Context: an optimization exercise on an open-source flow, tuned for a short achievable clock period and few clock cycles. The choices shown serve that exercise and are no tape-out recipe.
In this exercise RTL edits were held to simulation tests only and were not proved equivalent to the original.

$ cat flow/design.v
`timescale 1ns / 1ps
module Division(
    input  [63:0] rx,
    input  [31:0] d,
    output [63:0] rx_out
);
    wire [63:0] s [0:8];
    assign s[0] = rx;
    genvar i;
    generate
        for (i = 0; i < 8; i = i + 1) begin : step
            wire [32:0] hi   = s[i][63:31];
            wire [33:0] diff = {1'b0, hi} - {2'b0, d};
            assign s[i+1] = diff[33] ? {s[i][62:0], 1'b0}
                                     : {diff[31:0], s[i][30:0], 1'b1};
        end
    endgenerate
    assign rx_out = s[8];
endmodule
`timescale 1ns / 1ps
module RISCV_Top(
    input clk,
    input rst,
    output [31:0] imem_addr,
    input  [31:0] imem_rdata,
    output [31:0] dmem_addr,
    output [31:0] dmem_wdata,
    output dmem_we,
    input  [31:0] dmem_rdata,
    output reg RegWriteW,
    output reg [4:0] RDW,
    output reg [31:0] ResultW
);
    reg  [31:0] pcF;
    reg  [31:0] irX, pcX;
    reg         vX;
    reg         mRW, mLoad, mWe;
    reg  [4:0]  mRd;
    reg  [31:0] mRes, mWdata;
    reg         wRW, wLoad;
    reg  [4:0]  wRd;
    reg  [31:0] wRes, wLd;
    reg  [31:0] rf [1:31];
    assign imem_addr  = pcF;
    assign dmem_addr  = mRes;
    assign dmem_wdata = mWdata;
    assign dmem_we    = mWe;
    wire [31:0] wVal = wLoad ? wLd : wRes;
    wire [6:0] op  = irX[6:0];
    wire [2:0] f3  = irX[14:12];
    wire [6:0] f7  = irX[31:25];
    wire [4:0] rs1 = irX[19:15];
    wire [4:0] rs2 = irX[24:20];
    wire [4:0] rd  = irX[11:7];
    wire isR = (op == 7'b0110011);
    wire isI = (op == 7'b0010011);
    wire isL = (op == 7'b0000011);
    wire isS = (op == 7'b0100011);
    wire isB = (op == 7'b1100011);
    wire isM = isR & (f7 == 7'b0000001);
    wire isMul = isM & (f3 == 3'b000);
    wire isDiv = isM & (f3 == 3'b100);
    wire isRem = isM & (f3 == 3'b110);
    wire isDR  = isDiv | isRem;
    wire use1 = isR | isI | isL | isS | isB;
    wire use2 = isR | isS | isB;
    wire wrX  = (isR | isI | isL) & (rd != 5'd0);
    wire [31:0] immI = {{20{irX[31]}}, irX[31:20]};
    wire [31:0] immS = {{20{irX[31]}}, irX[31:25], irX[11:7]};
    wire [31:0] immB = {{20{irX[31]}}, irX[7], irX[30:25], irX[11:8], 1'b0};
    wire fM1 = mRW & (mRd == rs1);
    wire fM2 = mRW & (mRd == rs2);
    wire fW1 = wRW & (wRd == rs1);
    wire fW2 = wRW & (wRd == rs2);
    wire [31:0] a = (rs1 == 5'd0) ? 32'h0 : fM1 ? mRes : fW1 ? wVal : rf[rs1];
    wire [31:0] b = (rs2 == 5'd0) ? 32'h0 : fM2 ? mRes : fW2 ? wVal : rf[rs2];
    wire stallLU = vX & mLoad & ((use1 & fM1) | (use2 & fM2));
    wire [31:0] bo  = isR ? b : immI;
    wire        sub = isR & f7[5];
    wire [31:0] sum = sub ? (a - bo) : (a + bo);
    wire [4:0]  sh  = bo[4:0];
    wire [31:0] sra = $signed(a) >>> sh;
    reg  [31:0] alu;
    always @(*) begin
        case (f3)
            3'd0: alu = sum;
            3'd1: alu = a << sh;
            3'd2: alu = {31'b0, $signed(a) < $signed(bo)};
            3'd3: alu = {31'b0, a < bo};
            3'd4: alu = a ^ bo;
            3'd5: alu = f7[5] ? sra : (a >> sh);
            3'd6: alu = a | bo;
            default: alu = a & bo;
        endcase
    end
    wire [31:0] prod = a * b;
    reg         dBusy;
    reg  [1:0]  dCnt;       
    reg  [63:0] dRx;
    reg  [31:0] dD;
    reg         dNegQ, dNegR;
    wire        sa = a[31], sb = b[31];
    wire [31:0] ax = sa ? -a : a;
    wire [31:0] bx = sb ? -b : b;
    wire        bz = (b == 32'h0);
    wire lt8  = (ax[31:8]  < bx);
    wire lt16 = (ax[31:16] < bx);
    wire lt24 = (ax[31:24] < bx);
    wire [1:0]  g0 = lt8 ? 2'd0 : lt16 ? 2'd1 : lt24 ? 2'd2 : 2'd3;
    wire [63:0] rx0 = lt8  ? {8'b0, ax, 24'b0}  :
                      lt16 ? {16'b0, ax, 16'b0} :
                      lt24 ? {24'b0, ax, 8'b0}  : {32'b0, ax};
    wire [63:0] rxIn = dBusy ? dRx : rx0;
    wire [31:0] dIn  = dBusy ? dD : bx;
    wire [63:0] rxOut;
    Division DIV(.rx(rxIn), .d(dIn), .rx_out(rxOut));
    wire        negQ = dBusy ? dNegQ : (sa ^ sb);
    wire        negR = dBusy ? dNegR : sa;
    wire        last = dBusy ? (dCnt == 2'd0) : (g0 == 2'd0);
    wire [31:0] qv   = negQ ? -rxOut[31:0] : rxOut[31:0];
    wire [31:0] rv   = negR ? -rxOut[63:32] : rxOut[63:32];
    wire [31:0] dres = (!dBusy & bz) ? 32'h0 : (isRem ? rv : qv);
    wire divHold = vX & isDR & !stallLU & !(bz & !dBusy) & !last;
    wire        eq     = (a == b);
    wire        taken  = isB & (eq ^ f3[0]);
    wire [31:0] pcPlus = pcX + 32'd4;
    wire [31:0] target = pcX + immB;
    wire [31:0] nextX  = taken ? target : pcPlus;
    wire stallX  = stallLU | divHold;
    wire goX     = vX & !stallX;
    wire mispred = goX & (nextX != pcF);
    reg  [15:0] bV;
    reg  [5:0]  bTag [0:15];
    reg  [9:0]  bTgt [0:15];
    wire [3:0]  fIdx = pcF[5:2];
    wire        bHit = bV[fIdx] & (bTag[fIdx] == pcF[11:6]) & (pcF[31:12] == 20'h0);
    wire [31:0] predF = bHit ? {20'h0, bTgt[fIdx], 2'b00} : (pcF + 32'd4);
    wire [3:0]  xIdx = pcX[5:2];
    always @(posedge clk or posedge rst) begin
        if (rst) begin
            bV <= 16'h0;
        end else if (goX & isB) begin
            if (taken) bV[xIdx] <= 1'b1;
            else if (bTag[xIdx] == pcX[11:6]) bV[xIdx] <= 1'b0;
        end
    end
    always @(posedge clk) begin
        if (goX & isB & taken) begin
            bTag[xIdx] <= pcX[11:6];
            bTgt[xIdx] <= target[11:2];
        end
    end
    always @(posedge clk or posedge rst) begin
        if (rst) begin
            pcF <= 32'h0;
            vX  <= 1'b0;
        end else if (!stallX) begin
            if (mispred) begin
                pcF <= nextX;
                vX  <= 1'b0;
            end else begin
                pcF <= predF;
                vX  <= 1'b1;
            end
        end
    end
    always @(posedge clk) begin
        if (!stallX & !mispred) begin
            irX <= imem_rdata;
            pcX <= pcF;
        end
    end
    always @(posedge clk or posedge rst) begin
        if (rst) begin
            dBusy <= 1'b0;
        end else if (divHold) begin
            dBusy <= 1'b1;
        end else begin
            dBusy <= 1'b0;
        end
    end
    always @(posedge clk) begin
        if (divHold) begin
            dRx   <= rxOut;
            dD    <= dIn;
            dNegQ <= negQ;
            dNegR <= negR;
            dCnt  <= dBusy ? dCnt - 2'd1 : g0 - 2'd1;
        end
    end
    wire [31:0] addr = a + (isS ? immS : immI);
    wire [31:0] resX = (isL | isS) ? addr : isMul ? prod : isDR ? dres : alu;
    always @(posedge clk or posedge rst) begin
        if (rst) begin
            mRW   <= 1'b0;
            mLoad <= 1'b0;
            mWe   <= 1'b0;
        end else begin
            mRW   <= goX & wrX;
            mLoad <= goX & isL;
            mWe   <= goX & isS;
        end
    end
    always @(posedge clk) begin
        mRd    <= rd;
        mRes   <= resX;
        mWdata <= b;
    end
    always @(posedge clk or posedge rst) begin
        if (rst) begin
            wRW   <= 1'b0;
        end else begin
            wRW   <= mRW;
        end
    end
    always @(posedge clk) begin
        wLoad <= mLoad;
        wRd   <= mRd;
        wRes  <= mRes;
        wLd   <= dmem_rdata;
    end
    always @(posedge clk) begin
        if (wRW) rf[wRd] <= wVal;
    end
    always @(posedge clk or posedge rst) begin
        if (rst) begin
            RegWriteW <= 1'b0;
            RDW       <= 5'd0;
            ResultW   <= 32'h0;
        end else begin
            RegWriteW <= wRW;
            RDW       <= wRd;
            ResultW   <= wVal;
        end
    end
endmodule
$ cat flow/run.sh
#!/bin/bash
# synth_recipe.tcl (not shown) runs the flow's synth.tcl, then flattens the netlist and writes it again
# the make line also repeats each setting of config.mk as NAME=value (left out here)
make -C /OpenROAD-flow-scripts/flow DESIGN_CONFIG=/design/flow/config.mk WORK_HOME=/design/flow/orfs CLKGATE_MAP_FILE= SYNTH_SCRIPT=/design/flow/synth_recipe.tcl finish
$ cat flow/config.mk
export PLATFORM = sky130hd
export DESIGN_NAME = RISCV_Top
export DESIGN_NICKNAME = RISCV_Top
export VERILOG_FILES = /design/flow/design.v
export SDC_FILE = /design/flow/constraint.sdc
export NUM_CORES = 4
export LEC_CHECK = 0
export CAP_MARGIN = 20
export CORE_MARGIN = 2
export CORE_UTILIZATION = 28
export PLACE_DENSITY = 0.45
export SLEW_MARGIN = 20
$ cat flow/constraint.sdc
create_clock -name core_clock -period 200.0 [get_ports {clk}]
set_input_delay 40.0000 -clock core_clock [delete_from_list [all_inputs] [get_ports {clk}]]
set_output_delay 40.0000 -clock core_clock [all_outputs]
set_load 0.01 [all_outputs]
==> summary.txt <==
metal layers:
layer / global-route usage, % / part of all wire [%]
met1: 33.71 / 43
met2: 37.79 / 44
met3: 4.442 / 8.3
met4: 11.03 / 5.4
met5: 0 / 0.025
synthesized netlist by cell type (all sizes together) (45+ instances only):
cell / number
nor2: 811
fa: 420
o21bai: 72
a21o: 166
nand4: 52
mux2: 103
nor4: 45
clkbuf: 403
xor2: 155
mux2i: 481
inv: 892
ha: 607
o211ai: 104
nand3: 165
nand2b: 72
a21oi: 614
nor2b: 86
and2: 82
o22ai: 112
mux4: 445
or3: 67
edfxtp: 1412
a31oi: 106
dfxtp: 153
xnor2: 419
o31ai: 63
buf: 250
a211o: 52
a211oi: 149
o21ai: 528
nor3: 200
o221ai: 62
dfrtp: 92
nand2: 1241
a22oi: 94
and3: 101
o21a: 97
a22o: 45
final cells by class:
class | count | area (µm²) | share of cell area, %
Antenna cell | 22 | 55.05 | 0.03943
Clock buffer | 265 | 5555 | 3.979
Clock inverter | 104 | 1064 | 0.7617
Inverter | 907 | 3411 | 2.443
Multi-Input combinational cell | 8331 | 69490 | 49.77
Sequential cell | 1657 | 47800 | 34.24
Tap cell | 5757 | 7203 | 5.159
Timing Repair Buffer | 592 | 5040 | 3.610
worst paths after layout:
| check | startpoint | to | slack [ns] | depth (start not counted) |
|---|---|---|---|---|
| worst max-delay path | flop | mRes[31] | 153.42 | 161 |
| min in group asynchronous | rst | pcF[0] | 39.60 | 2 |
| max in group asynchronous | rst | ResultW[23] | 159.13 | 3 |
| worst min register to register | mLoad | wLoad | 0.38 | 0 |
| worst max register to register | flop | mRes[31] | 153.42 | 161 |
| worst min-delay path | mLoad | wLoad | 0.38 | 0 |
sequential cells by signal, indices dropped and copies added (netlist names), 64 cells and up, named ones only:
signal,flops
bTgt,160
rf,992
dRx,64
bTag,96
critical path: cells and delay by family, from the launching register on:
kind | cells | cell delay [ns]
compound gates | 79 | 21.80
simple gates | 39 | 10.39
buf+inv | 29 | 8.55
fa+ha+maj | 9 | 2.81
mux | 4 | 1.33
flops | 1 | 0.78
xor+xnor | 1 | 0.36
per-stage QoR:
| step | area (µm²) |
|---|---|
| floorplan | 122800 |
| global placement | 132900 |
| detailed placement | 132900 |
| CTS | 139600 |
| global route | 139600 |
| finish | 139600 |
logic make-up (layout without fill, tap and decap cells):
family,Yosys count,in the layout,synth area share [%]
flip-flops,1657,1657,38.91
adder cells (fa/ha/maj),1027,1027,13.04
AND/OR/NAND/NOR,3067,3067,11.30
other,0,22,0
XOR/XNOR,575,575,4.113
multiplexers,1029,1029,13.05
buffers and inverters,1560,1868,5.251
AO/OA/AOI/OAI,2633,2633,14.34
==> summary.txt <==
• run status: timing/DRC/antenna clean
• top cells by area in the synthesized netlist: sky130_fd_sc_hd__edfxtp_1 (35%), sky130_fd_sc_hd__mux4_2 (8.1%), sky130_fd_sc_hd__fa_1 (6.8%)
• critical path start-end classification: flop to flop
• Placed Instances: 17244
• number of buffers added by the clock tree synthesis step: 199
• H-Tree Depth: 4
• fraction of the yosys area taken by sequential cells: 38.91%
• antenna violations before repair: 45
• total negative slack: 0 ns
• post-synthesis instance area: 122800 µm²
• layout overhead on the synthesized area: 13.73%
• final routed wirelength across all metal layers: 563000 µm
• Least-Margin Pin Slew: 1.231 ns
• share of synthesized flip-flops with an asynchronous set or reset: 5.552%
• Routed WL per cell: 31.93 µm
• post-place setup slack: 154.45 ns
• total nets after synthesis: 12641
• count of non-filler cells in the finished layout: 17635
• antenna viol nets, final: 0
• post-layout util: 31.94%
• most common library cell in the layout ignoring fill and taps: sky130_fd_sc_hd__edfxtp_1
• routability congestion estimate from global placement: 1.012
• biggest cell delay along the critical path: 0.84 ns
• global-route wire length before repair: 779900 µm
• number of global-route vias before repair: 97445
• final setup skew: 0.08867 ns
• number of distinct library cells after synthesis: 125
• die outline height: 666.2 µm
• Worst Hold Class: flop to flop
• count of unresolved DRC violations after routing: 0
• commonest cells after routing, fill and taps aside: sky130_fd_sc_hd__edfxtp_1 (1412), sky130_fd_sc_hd__nand2_1 (1240), sky130_fd_sc_hd__inv_1 (876)
• Ys Warns: 2
• Vias: 99899
• fill count: 44755
• number of enable-type register cells in the synthesized netlist: 1412
• Primary FF master, synth: sky130_fd_sc_hd__edfxtp_1
• number of standard-cell rows in the floorplan: 243
• Top Ports: 201
• final worst setup slack: 153.42 ns
• number of hold violations in the final report: 0
• TritonCTS clock tree: yes
• crit share post-route: 23.29%
• critical path capture point type: flop
• detailed placer's ending HPWL: 394900 µm
• Post-CTS Setup Repair Bufs: 0
• starting density of the core: 28.08%
• max-cap viol count: 0
• Skew-Pair Late Insertion Delay: 0.95 ns
• worst path required time: 200.85 ns
• floorplan die area: 443800 µm²
• fraction of layout instances using a drive strength above 1: 12.69%
• worst-case clock buffer depth: 4
• shortest period the worst path allows: 46.58 ns
• Worst EP arrival: 47.43 ns
• Hold Slack: 0.3817 ns
• iteration-0 DRC count of the detailed router: 12368
• max-slew violations: 0
• Avg Cell Area, Syn: 10.63 µm²
• headroom to the max-slew limit: 17.94%
• IO buf count: 200
• RSZ-0062 raised after global routing: false
• global route total overflow: 0
• highest clock rate: 0.02147 GHz
• Horiz. Die Dim: 666.2 µm
• final number of setup-violating endpoints: 0
• buffer type at the clock tree root: sky130_fd_sc_hd__clkbuf_16
• number of sinks driven by the clock tree: 1657
• overall fraction of global-route tracks in use: 24.61%
• synthesized netlist cell count: 11548
• cell type with the highest aggregate area in the netlist: sky130_fd_sc_hd__edfxtp_1
• area share of the leading cell type in the synthesized netlist: 34.54%
• critical path launch point type: flop
• number of cells upsized or downsized after cts: 0
• pin count of the biggest net entering global routing: 102
• count of hold-fix buffers inserted at cts: 0
• routed via count divided by cell count: 5.665
• core outline area: 437200 µm²
• net count reported at finish: 12781
• clock-pin slew on the worst setup and hold paths: 0.06 ns
• master of the slowest instance on the critical path: sky130_fd_sc_hd__buf_4
• number of storage elements in the synthesis netlist: 1657
• maximum fanout count along the critical path: 94
• drt pass-1 iters: 6
Testbench counts, summed over its fixed seeds: cycles 24,610.

==> static timing again, ports no longer ideal <==
The results above use ideal ports. As a check the final layout listed here was re-extracted and re-timed, cells and wires unchanged. Step 1, drivers: a clkbuf_16 drives clk and a buf_2 each remaining input, both assumed. Step 2 times the ports against the registers' clock, not the clock port: input delays grow and output delays shrink by t, the midpoint of the rising clock arrivals with the driver on. Three values: no drivers, after step 1, after step 2; two values: the first two.
t, ns: 1.022
slack for setup (ns): 153.416 / 153.416 / 153.416
worst hold slack (ns): 0.382 / 0.382 / 0.382
slew at the worst register clock pin (ns): 0.08 / 0.08
worst slew at a driven data input, ns: 0.12
After both steps setup and hold are still met in this run. The setup slack of this run moves by 0.000 ns with the drivers and by 0.000 ns with both steps.
